This design comes from an exercise in tuning for small area on the open sky130 flow, not from production work. The RTL was checked by simulation tests, not by an equivalence proof against the original design. No activity file was given, so power comes from the tool's default toggle rates.

==> violet <==
==> flow/design.v <==
module FFT (input wire [3:0] x_in0, input wire [3:0] x_in1, input wire [3:0] x_in2, input wire [3:0] x_in3,
				input wire [3:0] x_in4, input wire [3:0] x_in5, input wire [3:0] x_in6, input wire [3:0] x_in7,
				input wire Clock, input wire Reset,
output reg [6:0] X_out0, output reg [11:0] X_out1, output reg [11:0] X_out2, output reg [17:0] X_out3,
output reg [9:0] X_out4, output reg [15:0] X_out5, output reg [15:0] X_out6, output reg [21:0] X_out7);
	localparam integer W2 = 16;  
	localparam integer W4 = 4; 
	localparam integer W8 = 2;
	integer i;  
	reg [3:0] x [0:7];  
	reg [3:0] y [0:3];
	reg [3:0] z [0:3];
	reg [3:0] y$ [0:1];
	reg [3:0] y$$ [0:1];
	reg [3:0] z$ [0:1];
	reg [3:0] z$$ [0:1];
	reg [3:0] a,b,c,d,e,f,g,h;
	reg [25:0] A,B,C,D,E,F,G,H;  
	reg [25:0] Y$ [0:1];
	reg [25:0] Y$$ [0:1];
	reg [25:0] Z$ [0:1];
	reg [25:0] Z$$ [0:1];
	reg [25:0] Y [0:3];
	reg [25:0] Z [0:3];
	reg [25:0] X [0:7];
	always @ (posedge Clock or negedge Reset)
		begin
			if (!Reset)
				begin
					X_out0 <= 'b0000;
					X_out1 <= 'b0000;
					X_out2 <= 'b0000;
					X_out3 <= 'b0000;
					X_out4 <= 'b0000;
					X_out5 <= 'b0000;
					X_out6 <= 'b0000;
					X_out7 <= 'b0000;
				end
			else 
				begin			
					x[0] = x_in0;
					x[1] = x_in1;
					x[2] = x_in2;
					x[3] = x_in3;
					x[4] = x_in4;
					x[5] = x_in5;
					x[6] = x_in6;
					x[7] = x_in7;
					for (i=0; i<8; i=i+2)
						y[i/2] = x[i];
					for (i=1; i<8; i=i+2)		
						z[(i-1)/2] = x[i];	
					for (i=0; i<4; i=i+2)
						begin
							y$[i/2] = y[i];
							z$[i/2] = z[i];
						end	
					for (i=1; i<4; i=i+2)
						begin
							y$$[(i-1)/2] = y[i];
							z$$[(i-1)/2] = z[i];
						end
					a = y$[0];
					b = y$[1];
					c = y$$[0];
					d = y$$[1];
					e = z$[0];
					f = z$[1];
					g = z$$[0];
					h = z$$[1];
					A = a;
					B = b;
					C = c;
					D = d;
					E = e;
					F = f;
					G = g;
					H = h;
					for (i=0; i<2; i=i+1)
						begin
							Y$[i] = A + B*(W2**i);
							Y$$[i] = C + D*(W2**i);
							Z$[i] = E + F*(W2**i);
							Z$$[i] = G + H*(W2**i);
						end
					for (i=0; i<4; i=i+1)
						begin
							if (i<2)
								begin
									Y[i] = Y$[i] + Y$$[i]*(W4**i); 
									Z[i] = Z$[i] + Z$$[i]*(W4**i);
								end
							else
								begin
									Y[i] = Y$[i-2] + Y$$[i-2]*(W4**i); 
									Z[i] = Z$[i-2] + Z$$[i-2]*(W4**i);
								end
						end
					for (i=0; i<8; i=i+1)
						begin
							if (i<4)
								X[i] = Y[i] + Z[i]*(W8**i);
							else
								X[i] = Y[i-4] + Z[i-4]*(W8**i); 
						end
					X_out0 = X[0][6:0];
					X_out1 = X[1][11:0];
					X_out2 = X[2][11:0];
					X_out3 = X[3][17:0];
					X_out4 = X[4][9:0];
					X_out5 = X[5][15:0];
					X_out6 = X[6][15:0];
					X_out7 = X[7][21:0];
				end
		end
endmodule
==> flow/run.sh <==
#!/bin/bash
# synth_recipe.tcl (not shown) runs the flow's synth.tcl, then flattens the netlist and writes it again
# the make line also repeats each setting of config.mk as NAME=value (left out here)
make -C /OpenROAD-flow-scripts/flow DESIGN_CONFIG=/design/flow/config.mk WORK_HOME=/design/flow/orfs CLKGATE_MAP_FILE= SYNTH_SCRIPT=/design/flow/synth_recipe.tcl finish
==> flow/config.mk <==
export PLATFORM = sky130hd
export DESIGN_NAME = FFT
export DESIGN_NICKNAME = FFT
export VERILOG_FILES = /design/flow/design.v
export SDC_FILE = /design/flow/constraint.sdc
export NUM_CORES = 4
export LEC_CHECK = 0
export CAP_MARGIN = 20
export CORE_MARGIN = 2
export CORE_UTILIZATION = 40
export SLEW_MARGIN = 20
==> flow/constraint.sdc <==
create_clock -name core_clock -period 5.0 [get_ports {Clock}]
set_input_delay 1.0000 -clock core_clock [delete_from_list [all_inputs] [get_ports {Clock}]]
set_output_delay 1.0000 -clock core_clock [all_outputs]
set_load 0.01 [all_outputs]
==> inputs of pepper, as changes to violet <==
==> flow/design.v, changed modules only <==
module FFT (input wire [3:0] x_in0, input wire [3:0] x_in1, input wire [3:0] x_in2, input wire [3:0] x_in3,
            input wire [3:0] x_in4, input wire [3:0] x_in5, input wire [3:0] x_in6, input wire [3:0] x_in7,
            input wire Clock, input wire Reset,
            output wire [6:0] X_out0, output wire [11:0] X_out1, output wire [11:0] X_out2, output wire [17:0] X_out3,
            output wire [9:0] X_out4, output wire [15:0] X_out5, output wire [15:0] X_out6, output wire [21:0] X_out7);
  reg [3:0] a, b, c, d, e, f, g, h;
  always @(posedge Clock or negedge Reset)
    if (!Reset) begin
      a <= 4'd0; b <= 4'd0; c <= 4'd0; d <= 4'd0; e <= 4'd0; f <= 4'd0; g <= 4'd0; h <= 4'd0;
    end else begin
      a <= x_in0; b <= x_in4; c <= x_in2; d <= x_in6; e <= x_in1; f <= x_in5; g <= x_in3; h <= x_in7;
    end
  wire [4:0] ys0 = a + b, yss0 = c + d, zs0 = e + f, zss0 = g + h;
  wire [7:0] ys1 = {b, a}, yss1 = {d, c}, zs1 = {f, e}, zss1 = {h, g};
  wire [21:0] y0 = ys0 + yss0;
  wire [21:0] y1 = ys1 + (yss1 << 2);
  wire [21:0] y2 = ys0 + (yss0 << 4);
  wire [21:0] y3 = ys1 + (yss1 << 6);
  wire [21:0] z0 = zs0 + zss0;
  wire [21:0] z1 = zs1 + (zss1 << 2);
  wire [21:0] z2 = zs0 + (zss0 << 4);
  wire [21:0] z3 = zs1 + (zss1 << 6);
  wire [21:0] x0 = y0 + z0;
  wire [21:0] x1 = y1 + (z1 << 1);
  wire [21:0] x2 = y2 + (z2 << 2);
  wire [21:0] x3 = y3 + (z3 << 3);
  wire [21:0] x4 = y0 + (z0 << 4);
  wire [21:0] x5 = y1 + (z1 << 5);
  wire [21:0] x6 = y2 + (z2 << 6);
  wire [21:0] x7 = y3 + (z3 << 7);
  assign X_out0 = x0[6:0];
  assign X_out1 = x1[11:0];
  assign X_out2 = x2[11:0];
  assign X_out3 = x3[17:0];
  assign X_out4 = x4[9:0];
  assign X_out5 = x5[15:0];
  assign X_out6 = x6[15:0];
  assign X_out7 = x7[21:0];
endmodule
==> flow/flow/run.sh (new file) <==
#!/bin/bash
# The standard layout, with the smallest buffer on every input and output port
# (the standard flow picks a 10 um2 delay buffer for them).
set -euo pipefail
export BUFFER_PORTS_ARGS="-buffer_cell sky130_fd_sc_hd__buf_1"
bash standard.sh > standard.log 2>&1
==> flow/standard.sh (new file) <==
#!/bin/bash
# synth_recipe.tcl (not shown) runs the flow's synth.tcl, then flattens the netlist and writes it again
# the make line also repeats each setting of config.mk as NAME=value (left out here)
make -C /OpenROAD-flow-scripts/flow DESIGN_CONFIG=/design/flow/config.mk WORK_HOME=/design/flow/orfs CLKGATE_MAP_FILE= SYNTH_SCRIPT=/design/flow/synth_recipe.tcl "${@:-finish}"
removed: flow/run.sh
==> summary of the runs <==
- pepper passed the timing, design-rule and antenna checks. violet finished with timing, DRC and antenna clean.
- Clock-buffer cell count: pepper is lower than violet (4).
- The sequential power of violet is 4.1 times that of pepper.
- Of violet and pepper, pepper has the higher worst hold slack (gap 0.084 ns).
- Against pepper, the via count of violet is larger by 7.6%.
- Of pepper and violet, violet has the higher sequential share of layout area (gap 16 points).
==> figures <==
Worst Hold Slack: pepper 0.795 ns; violet 0.711 ns
Final Cell Area: pepper 6430 µm²; violet 9130 µm²
Synthesized netlist cell count: pepper 603; violet 675
Mux contribution to synthesized area: pepper 0.465%; violet 0.141%
Final cell utilization of the core: pepper 48.8%; violet 52.6%
Post-synthesis cell area: pepper 5380 µm²; violet 7100 µm²
Critical Path Sink Type: pepper output port; violet flop
Worst EP required: pepper 4.00 ns; violet 5.25 ns
Met2 Use GR: pepper 37.5%; violet 32.0%
Horizontal die dimension: pepper 120 µm; violet 137 µm
Number of sequential cells in the layout: pepper 32; violet 105
Result of the run: pepper complete, no violations; violet complete, no violations

---

==> run a <==
Another version of the RTL of FFT (not shown whole).
// FFT
module FFT (input wire [3:0] x_in0, input wire [3:0] x_in1, input wire [3:0] x_in2, input wire [3:0] x_in3,
            input wire [3:0] x_in4, input wire [3:0] x_in5, input wire [3:0] x_in6, input wire [3:0] x_in7,
            input wire Clock, input wire Reset,
            output wire [6:0] X_out0, output wire [11:0] X_out1, output wire [11:0] X_out2, output wire [17:0] X_out3,
            output wire [9:0] X_out4, output wire [15:0] X_out5, output wire [15:0] X_out6, output wire [21:0] X_out7);
  reg [3:0] a, b, c, d, e, f, g, h;
  always @(posedge Clock or negedge Reset)
    if (!Reset) begin
      a <= 4'd0; b <= 4'd0; c <= 4'd0; d <= 4'd0; e <= 4'd0; f <= 4'd0; g <= 4'd0; h <= 4'd0;
    end else begin
      a <= x_in0; b <= x_in4; c <= x_in2; d <= x_in6; e <= x_in1; f <= x_in5; g <= x_in3; h <= x_in7;
    end
  wire n153467; x2 un153467 (.a(a[0]), .b(b[0]), .y(n153467));
  wire n153468; nd2 un153468 (.a(a[0]), .b(b[0]), .y(n153468));
  wire n153469; x2 un153469 (.a(a[1]), .b(b[1]), .y(n153469));
  wire n153470, n153471; ng un153470 (.a(a[1]), .b(b[1]), .gn(n153470), .tn(n153471));
  wire n153472; xn2 un153472 (.a(n153469), .b(n153468), .y(n153472));
  wire n153473; oai un153473 (.a(n153471), .b(n153468), .c(n153470), .y(n153473));
  wire n153474, n153475; ha1 un153474 (.a(a[2]), .b(b[2]), .s(n153474), .co(n153475));
  wire n153476; x2 un153476 (.a(n153474), .b(n153473), .y(n153476));
  wire n153477; aoi un153477 (.a(n153474), .b(n153473), .c(n153475), .y(n153477));
  wire n153478; x2 un153478 (.a(a[3]), .b(b[3]), .y(n153478));
  wire n153479, n153480; ng un153479 (.a(a[3]), .b(b[3]), .gn(n153479), .tn(n153480));
  wire n153481; xn2 un153481 (.a(n153478), .b(n153477), .y(n153481));
  wire n153482; oai un153482 (.a(n153480), .b(n153477), .c(n153479), .y(n153482));
  wire n153563; x2 un153563 (.a(c[0]), .b(d[0]), .y(n153563));
  wire n153564; nd2 un153564 (.a(c[0]), .b(d[0]), .y(n153564));
  wire n153565; x2 un153565 (.a(c[1]), .b(d[1]), .y(n153565));
  wire n153566, n153567; ng un153566 (.a(c[1]), .b(d[1]), .gn(n153566), .tn(n153567));
  ...
==> flow/config.mk <==
export PLATFORM = sky130hd
export DESIGN_NAME = FFT
export DESIGN_NICKNAME = FFT
export VERILOG_FILES = /design/flow/design.v
export SDC_FILE = /design/flow/constraint.sdc
export NUM_CORES = 4
export LEC_CHECK = 0
export CAP_MARGIN = 20
export CORE_MARGIN = 2
export CORE_UTILIZATION = 40
export CTS_BUF_LIST = sky130_fd_sc_hd__clkbuf_8
export CTS_CLUSTER_DIAMETER = 200
export CTS_CLUSTER_SIZE = 40
export SLEW_MARGIN = 20
export SYNTH_HIERARCHICAL = 1
==> flow/constraint.sdc <==
create_clock -name core_clock -period 5.0 [get_ports {Clock}]
set_input_delay 1.0000 -clock core_clock [delete_from_list [all_inputs] [get_ports {Clock}]]
set_output_delay 1.0000 -clock core_clock [all_outputs]
set_load 0.01 [all_outputs]
standard.sh (not shown) runs the stock make flow with config.mk's settings and CLKGATE_MAP_FILE= SYNTH_SCRIPT=/design/flow/synth_recipe.tcl, a recipe that flattens the netlist after the stock synthesis.
==> flow/flow/run.sh <==
#!/bin/bash
# The standard layout, with the smallest buffer on every input and output port
# (the standard flow picks a 10 um2 delay buffer for them).
set -euo pipefail
export BUFFER_PORTS_ARGS="-buffer_cell sky130_fd_sc_hd__buf_1"
bash standard.sh > standard.log 2>&1
==> run b: changes against run a <==
==> flow/flow/run.sh (replaced) <==
#!/bin/bash
# The standard layout, with the smallest buffer on every input and output port
# (the standard flow picks a 10 um2 delay buffer for them) and a small clock tree
# without dummy loads.
set -euo pipefail
export BUFFER_PORTS_ARGS="-buffer_cell sky130_fd_sc_hd__buf_1"
export CTS_ARGS="-sink_clustering_enable -repair_clock_nets -dont_use_dummy_load -buf_list sky130_fd_sc_hd__clkbuf_8 -root_buf sky130_fd_sc_hd__clkbuf_8 -sink_clustering_size 32 -sink_clustering_max_diameter 300"
bash standard.sh > standard.log 2>&1
CTS_BUF_LIST = unset   (was sky130_fd_sc_hd__clkbuf_8)
CTS_CLUSTER_DIAMETER = unset   (was 200)
CTS_CLUSTER_SIZE = unset   (was 40)
GPL_TIMING_DRIVEN = 0   (was unset)
==> run c: changes against run a <==
==> flow/flow/run.sh (replaced) <==
#!/bin/bash
# The standard layout, with: the smallest buffer on every input and output port (the standard
# flow picks a 10 um2 delay buffer for them); the synthesized gates at their smallest drive
# strength before floorplanning (repair sizes them up where needed); a small clock tree without
# dummy loads.
set -euo pipefail
export BUFFER_PORTS_ARGS="-buffer_cell sky130_fd_sc_hd__buf_1"
export CTS_ARGS="-repair_clock_nets -dont_use_dummy_load -buf_list sky130_fd_sc_hd__clkbuf_8 -root_buf sky130_fd_sc_hd__clkbuf_16"
R=orfs/results/sky130hd/FFT/base
bash standard.sh synth > standard_synth.log 2>&1
DOWNSIZE_ODB=$R/1_synth.odb openroad -no_init -exit flow/downsize.tcl > downsize.log 2>&1
touch $R/1_synth.sdc
bash standard.sh > standard.log 2>&1
==> flow/flow/downsize.tcl (new file) <==
# Give every combinational cell that synthesis sized above _1 its _1 drive strength;
# the later repair steps size up again wherever timing or slew needs it.
set odb $::env(DOWNSIZE_ODB)
read_db $odb
set db [ord::get_db]
set block [ord::get_db_block]
set n 0
foreach inst [$block getInsts] {
  set name [[$inst getMaster] getName]
  if {[regexp {^(sky130_fd_sc_hd__(a21oi|a21o|o21ai|nand2|nor2|xor2|xnor2|inv|and2|or2))_([0-9]+)$} $name -> base kind size] && $size > 1} {
    set m [$db findMaster ${base}_1]
    if {$m ne "NULL" && $m ne ""} { $inst swapMaster $m; incr n }
  }
}
puts "downsized $n cells"
write_db $odb
CORE_UTILIZATION = 60   (was 40)
==> summary of the runs <==
- First-iteration DRC count: run a < run b < run c.
- Run a ran to the end with no violations. Run b finished clean. Run c finished clean.
- Of run c and run b, run c has the higher worst setup slack (gap 0.018 ns).
- In run a the cell area is smaller than in run b, by about 13%.
- Sequential share of layout area: run c is higher than run a (0.28 points).
- Critical path depth, lowest first: run a, run c, run b.
- Non-clock buffer count: run b > run c > run a.
- Of run a and run c, run a has the higher count of clock-buffer cells in the layout (gap 2).
==> figures <==
| metric | run a | run c | run b |
|---|---|---|---|
| Iteration-0 DRC count of the detailed router | 100 | 121 | 104 |
| Detailed-routing wirelength on met1 | 4.939 mm | 4.279 mm | 4.887 mm |
| Number of vias in the routed layout | 3,253 | 3,260 | 3,546 |
| Number of buffers outside the clock class in the layout | 165 | 167 | 258 |
| EDFF count, synth | 0 | - | 0 |
| Fraction of the mapped netlist area in adder cells | 29.56% | - | 29.56% |
| Relative contribution of combinational cells to total power | 73.9% | 70.9% | 80.7% |
| Outcome | complete, no violations | complete, no violations | complete, no violations |
| WP depth | 10 | 11 | 13 |
| Wire length reported by the detailed router | 10.80 mm | 9.814 mm | 10.91 mm |
| Non-filler instance count after layout | 714 | 669 | 805 |
| Power density normalized to cell area | 393.4 nW/um^2 | 400.6 nW/um^2 | 429.7 nW/um^2 |
| Proportion of cell area spent on the clock network | 1.907% | 2.516% | 1.181% |
| Share of total power in the clock network | 10.8% | 14.0% | 6.9% |
| Worst Setup SP | b[0] | e[1] | c[0] |

==> static timing again, ports no longer ideal <==
The results above use ideal ports. As a check the final layouts listed here were re-extracted and re-timed, cells and wires unchanged. Step 1, drivers: a clkbuf_16 drives Clock and a buf_2 each remaining input, both assumed. Step 2 moves the port delays by t, midway between the first and last clock arrival at a register: inputs arrive t later, outputs are due t later. That takes back most of the time a late clock gives input paths. a / b / c = ideal ports / drivers / drivers and shift; a / b = the first two.
run | t, ns | setup slack, ns | hold WS [ns] | worst setup path after step 2 | worst register clock-pin slew, ns
violet | 0.400 | 0.476 / 0.484 / 0.085 | 0.711 / 0.696 / 1.096 | input to register | 0.08 / 0.08
pepper | 0.307 | 0.141 / 0.107 / 0.414 | 0.795 / 0.782 / 1.089 | register to output | 0.05 / 0.05
run a | 0.314 | 0.171 / 0.142 / 0.456 | 0.793 / 0.785 / 1.099 | register to output | 0.07 / 0.07
run b | 0.311 | 0.158 / 0.128 / 0.439 | 0.753 / 0.746 / 1.057 | register to output | 0.06 / 0.06
run c | 0.305 | 0.176 / 0.139 / 0.445 | 0.812 / 0.797 / 1.102 | register to output | 0.06 / 0.06
After both steps setup and hold are still met in every run listed. For violet, which loses most, drivers alone change the setup slack by +0.008 ns; drivers and shift together by -0.391 ns.
